From an optimization exercise on the open Yosys and OpenROAD flow, aimed at small area, a short achievable clock period and few clock cycles per item; shortcuts taken in it are not production practice. The RTL was checked by simulation tests, not by an equivalence proof against the original design. The clock input has no modelled driver; a real chip could not lean on it and would need a root buffer or a full tree. No activity file was given, so power comes from the tool's default toggle rates.

== v6 ==
// timing_example
module timing_example #(
    parameter int INPUT_WIDTH   = 32,
    parameter int OUTPUT_WIDTH  = 8,
    parameter int COUNTER_WIDTH = 64,
    parameter int NUM_PIPELINES = 16
) (
    input  logic                                  clk,
    input  logic                                  rst,
    input  logic [               INPUT_WIDTH-1:0] data_in,
    input  logic                                  data_in_valid,
    input  logic [NUM_PIPELINES*OUTPUT_WIDTH-1:0] pipe_in,
    output logic                                  ready,
    output logic [              OUTPUT_WIDTH-1:0] data_out,
    output logic                                  data_out_valid,
    output logic [             COUNTER_WIDTH-1:0] count
);
Size: about 240 I/O pins, about 0.0079 mm2 of cells after synthesis.
clock: 8.0 ns
lec_check: 0
cap_margin: 20
core_margin: 2
core_utilization: 40
slew_margin: 20
synth_hierarchical: 1
synth_minimum_keep_size: 0
standard.sh (not shown) runs the stock make flow with config.mk's settings and CLKGATE_MAP_FILE= SYNTH_SCRIPT=/design/flow/synth_recipe.tcl, a recipe that flattens the netlist after the stock synthesis.
==> flow/flow/run.sh <==
#!/bin/bash
# Standard synthesis, then the standard layout with two changes: ports are
# buffered with buf_1, and clock tree synthesis adds no dummy loads.
set -euo pipefail
bash standard.sh synth > synth.log 2>&1
export BUFFER_PORTS_ARGS="-buffer_cell sky130_fd_sc_hd__buf_1"
export CTS_ARGS="-sink_clustering_enable -repair_clock_nets -dont_use_dummy_load -buf_list {sky130_fd_sc_hd__clkbuf_4 sky130_fd_sc_hd__clkbuf_8}"
bash standard.sh > layout.log 2>&1
Testbench counts of v6, summed over its fixed seeds: cycles 1,632, items 1,600.
## Diff of input files: v7 against v6
==> flow/flow/run.sh <==
#!/bin/bash
# Standard synthesis, then the standard layout with these changes: ports are
# buffered with buf_1, clock tree synthesis adds no dummy loads, and the timing
# repair after global routing aims at a tighter setup margin than the 8 ns clock
# asks for, fixing only the worst paths by resizing and pin swaps.
set -euo pipefail
bash standard.sh synth > synth.log 2>&1
export BUFFER_PORTS_ARGS="-buffer_cell sky130_fd_sc_hd__buf_1"
export CTS_ARGS="-sink_clustering_enable -repair_clock_nets -dont_use_dummy_load -buf_list {sky130_fd_sc_hd__clkbuf_4 sky130_fd_sc_hd__clkbuf_8}"
bash standard.sh cts > layout_to_cts.log 2>&1
export SETUP_SLACK_MARGIN=5.5
export TNS_END_PERCENT=0
export SETUP_MOVE_SEQUENCE="sizeup,swap"
bash standard.sh > layout.log 2>&1
Notes after the runs:
Status: maximum achievable frequency parity (v7, v6)
Leakage power total: v7 vs v6 up about 1%
Taking v6 as the reference, in v7 layout-stage area growth over the synthesis result has increased, worst hold slack has remained practically unchanged.

* * *

timing_example, a different RTL version from the one above (not shown whole).
For scale: roughly 520 cells after synthesis, ~240 I/O pins.
==> flow/config.mk <==
export PLATFORM = sky130hd
export DESIGN_NAME = timing_example
export DESIGN_NICKNAME = timing_example
export VERILOG_FILES = /design/flow/design.v
export SDC_FILE = /design/flow/constraint.sdc
export NUM_CORES = 4
export LEC_CHECK = 0
export CAP_MARGIN = 20
export CORE_MARGIN = 2
export CORE_UTILIZATION = 40
export SLEW_MARGIN = 20
export SYNTH_HIERARCHICAL = 1
export SYNTH_MINIMUM_KEEP_SIZE = 0
==> flow/constraint.sdc <==
create_clock -name core_clock -period 8.0 [get_ports {clk}]
set_input_delay 1.6000 -clock core_clock [delete_from_list [all_inputs] [get_ports {clk}]]
set_output_delay 1.6000 -clock core_clock [all_outputs]
set_load 0.01 [all_outputs]
==> flow/flow/run.sh <==
#!/bin/bash
# Standard synthesis, then the standard layout with these changes: ports are
# buffered with buf_1, and after clock tree synthesis its tree is replaced by a
# balanced two-level tree of clkbuf_16 cells (flow/clktree.tcl).
set -euo pipefail
bash standard.sh synth > synth.log 2>&1
export BUFFER_PORTS_ARGS="-buffer_cell sky130_fd_sc_hd__buf_1"
export CTS_ARGS="-sink_clustering_enable -repair_clock_nets -dont_use_dummy_load -buf_list {sky130_fd_sc_hd__clkbuf_4 sky130_fd_sc_hd__clkbuf_8}"
export CLK_LEAVES=10
export CLK_LEAF_CELL=clkbuf_8
export CLK_ROOT_AT_PORT=1
export POST_CTS_TCL=$PWD/flow/clktree.tcl
bash standard.sh > layout.log 2>&1
==> flow/flow/clktree.tcl <==
# Replace the clock tree that clock_tree_synthesis built with a two-level one:
# the clock port drives one root clkbuf_16, which drives CLK_LEAVES leaf buffers,
# each feeding the flip-flops of one region (regions of nearly equal size, cut
# across the longer side). Every flip-flop sees the same two buffers.
set nleaf [expr {[info exists ::env(CLK_LEAVES)] ? $::env(CLK_LEAVES) : 4}]
set block [ord::get_db_block]
set db [ord::get_db]
set master [$db findMaster sky130_fd_sc_hd__clkbuf_16]
set lmaster [$db findMaster sky130_fd_sc_hd__[expr {[info exists ::env(CLK_LEAF_CELL)] ? $::env(CLK_LEAF_CELL) : "clkbuf_16"}]]
set clk [$block findNet clk]

set flops {}
foreach inst [$block getInsts] {
  if {[[$inst getMaster] isSequential]} {
    set it [$inst findITerm CLK]
    lassign [$inst getLocation] x y
    lappend flops [list $inst $it $x $y]
  }
}
# the old tree: every buffer on the clock network
set old_insts {}
set old_nets {}
foreach net [$block getNets] {
  if {[$net getSigType] eq "CLOCK" && [$net getName] ne "clk"} { lappend old_nets $net }
}
foreach inst [$block getInsts] {
  set n [$inst getName]
  if {[string match clkbuf_* $n] || [string match clkload* $n]} { lappend old_insts $inst }
}
foreach f $flops { [lindex $f 1] disconnect }
foreach inst $old_insts { odb::dbInst_destroy $inst }
foreach net $old_nets { if {[$net getName] ne "clk"} { odb::dbNet_destroy $net } }

# split a group into n regions of nearly equal size, cutting across its longer side
proc split_n {items n} {
  if {$n <= 1} { return [list $items] }
  set xs [lmap f $items {lindex $f 2}]
  set ys [lmap f $items {lindex $f 3}]
  set dx [expr {[tcl::mathfunc::max {*}$xs] - [tcl::mathfunc::min {*}$xs]}]
  set dy [expr {[tcl::mathfunc::max {*}$ys] - [tcl::mathfunc::min {*}$ys]}]
  set idx [expr {$dx >= $dy ? 2 : 3}]
  set s [lsort -integer -index $idx $items]
  set n1 [expr {$n / 2}]
  set cut [expr {[llength $s] * $n1 / $n}]
  return [concat [split_n [lrange $s 0 [expr {$cut - 1}]] $n1] \
                 [split_n [lrange $s $cut end] [expr {$n - $n1}]]]
}
set groups [split_n $flops $nleaf]

proc centroid {items} {
  set sx 0; set sy 0
  foreach f $items { set sx [expr {$sx + [lindex $f 2]}]; set sy [expr {$sy + [lindex $f 3]}] }
  set n [llength $items]
  return [list [expr {int($sx / $n)}] [expr {int($sy / $n)}]]
}
lassign [centroid $flops] rx ry
if {[info exists ::env(CLK_ROOT_AT_PORT)]} {
  # root halfway between the clock port and the flip-flops' centroid
  set bt [lindex [[$block findBTerm clk] getBPins] 0]
  set bb [$bt getBBox]
  set px [expr {([$bb xMin] + [$bb xMax]) / 2}]
  set py [expr {([$bb yMin] + [$bb yMax]) / 2}]
  set rx [expr {($rx + $px) / 2}]
  set ry [expr {($ry + $py) / 2}]
}
set root [odb::dbInst_create $block $master clkroot]
$root setLocation $rx $ry
$root setPlacementStatus PLACED
[$root findITerm A] connect $clk
set rnet [odb::dbNet_create $block clknet_root]
$rnet setSigType CLOCK
[$root findITerm X] connect $rnet
set k 0
foreach g $groups {
  lassign [centroid $g] cx cy
  set leaf [odb::dbInst_create $block $lmaster clkleaf_$k]
  $leaf setLocation $cx $cy
  $leaf setPlacementStatus PLACED
  [$leaf findITerm A] connect $rnet
  set lnet [odb::dbNet_create $block clknet_leaf_$k]
  $lnet setSigType CLOCK
  [$leaf findITerm X] connect $lnet
  foreach f $g { [lindex $f 1] connect $lnet }
  incr k
}
puts "clktree.tcl: [llength $flops] flip-flops on $k leaves; removed [llength $old_insts] buffers"
detailed_placement
check_placement -verbose
estimate_parasitics -placement
report_clock_skew
report_checks -path_delay min -format end
Testbench counts at the start, summed over its fixed seeds: cycles 1,632, items 1,600.
Rerun with:
--- a/flow/flow/run.sh
+++ b/flow/flow/run.sh
@@ -9,5 +9,4 @@
 export CLK_LEAVES=10
 export CLK_LEAF_CELL=clkbuf_8
-export CLK_ROOT_AT_PORT=1
 export POST_CTS_TCL=$PWD/flow/clktree.tcl
 bash standard.sh > layout.log 2>&1
--- a/flow/flow/clktree.tcl
+++ b/flow/flow/clktree.tcl
@@ -55,13 +55,4 @@
 }
 lassign [centroid $flops] rx ry
-if {[info exists ::env(CLK_ROOT_AT_PORT)]} {
-  # root halfway between the clock port and the flip-flops' centroid
-  set bt [lindex [[$block findBTerm clk] getBPins] 0]
-  set bb [$bt getBBox]
-  set px [expr {([$bb xMin] + [$bb xMax]) / 2}]
-  set py [expr {([$bb yMin] + [$bb yMax]) / 2}]
-  set rx [expr {($rx + $px) / 2}]
-  set ry [expr {($ry + $py) / 2}]
-}
 set root [odb::dbInst_create $block $master clkroot]
 $root setLocation $rx $ry
Utilization stays the same.
Worst setup slack barely changes.
Design area is unchanged.
Hold slack hardly moves.
No run of this note takes its clock network from TritonCTS; it comes from the design's own scripts or RTL.

-- what the ideal ports hide --
In the flow no input, the clock included, has a driving cell. The finished layouts below were timed again as built, in two steps. Step 1 sets driving cells, clkbuf_16 on the clock port and buf_2 on the other inputs (assumed; they add their load-dependent delay and slew). Step 2 times the ports against the registers' clock, not the clock port: input delays grow and output delays shrink by t, the midpoint of the rising clock arrivals with the driver on. Three values: ideal ports, drivers, drivers and shift; two values: the first two.
run | t, ns | slack for setup (ns) | worst slew at a driven data input, ns
v6 | 0.463 | 5.380 / 5.342 / 4.937 | 0.06
v7 | 0.463 | 5.380 / 5.344 / 4.936 | 0.06
the first run of note 2 | 0.391 | 5.440 / 5.408 / 5.122 | 0.06
the second run of note 2 | 0.406 | 5.438 / 5.392 / 5.122 | 0.06
After both steps every run listed still meets setup and hold. The setup slack of v7, which loses most, moves by -0.036 ns with the drivers and by -0.444 ns with both steps.
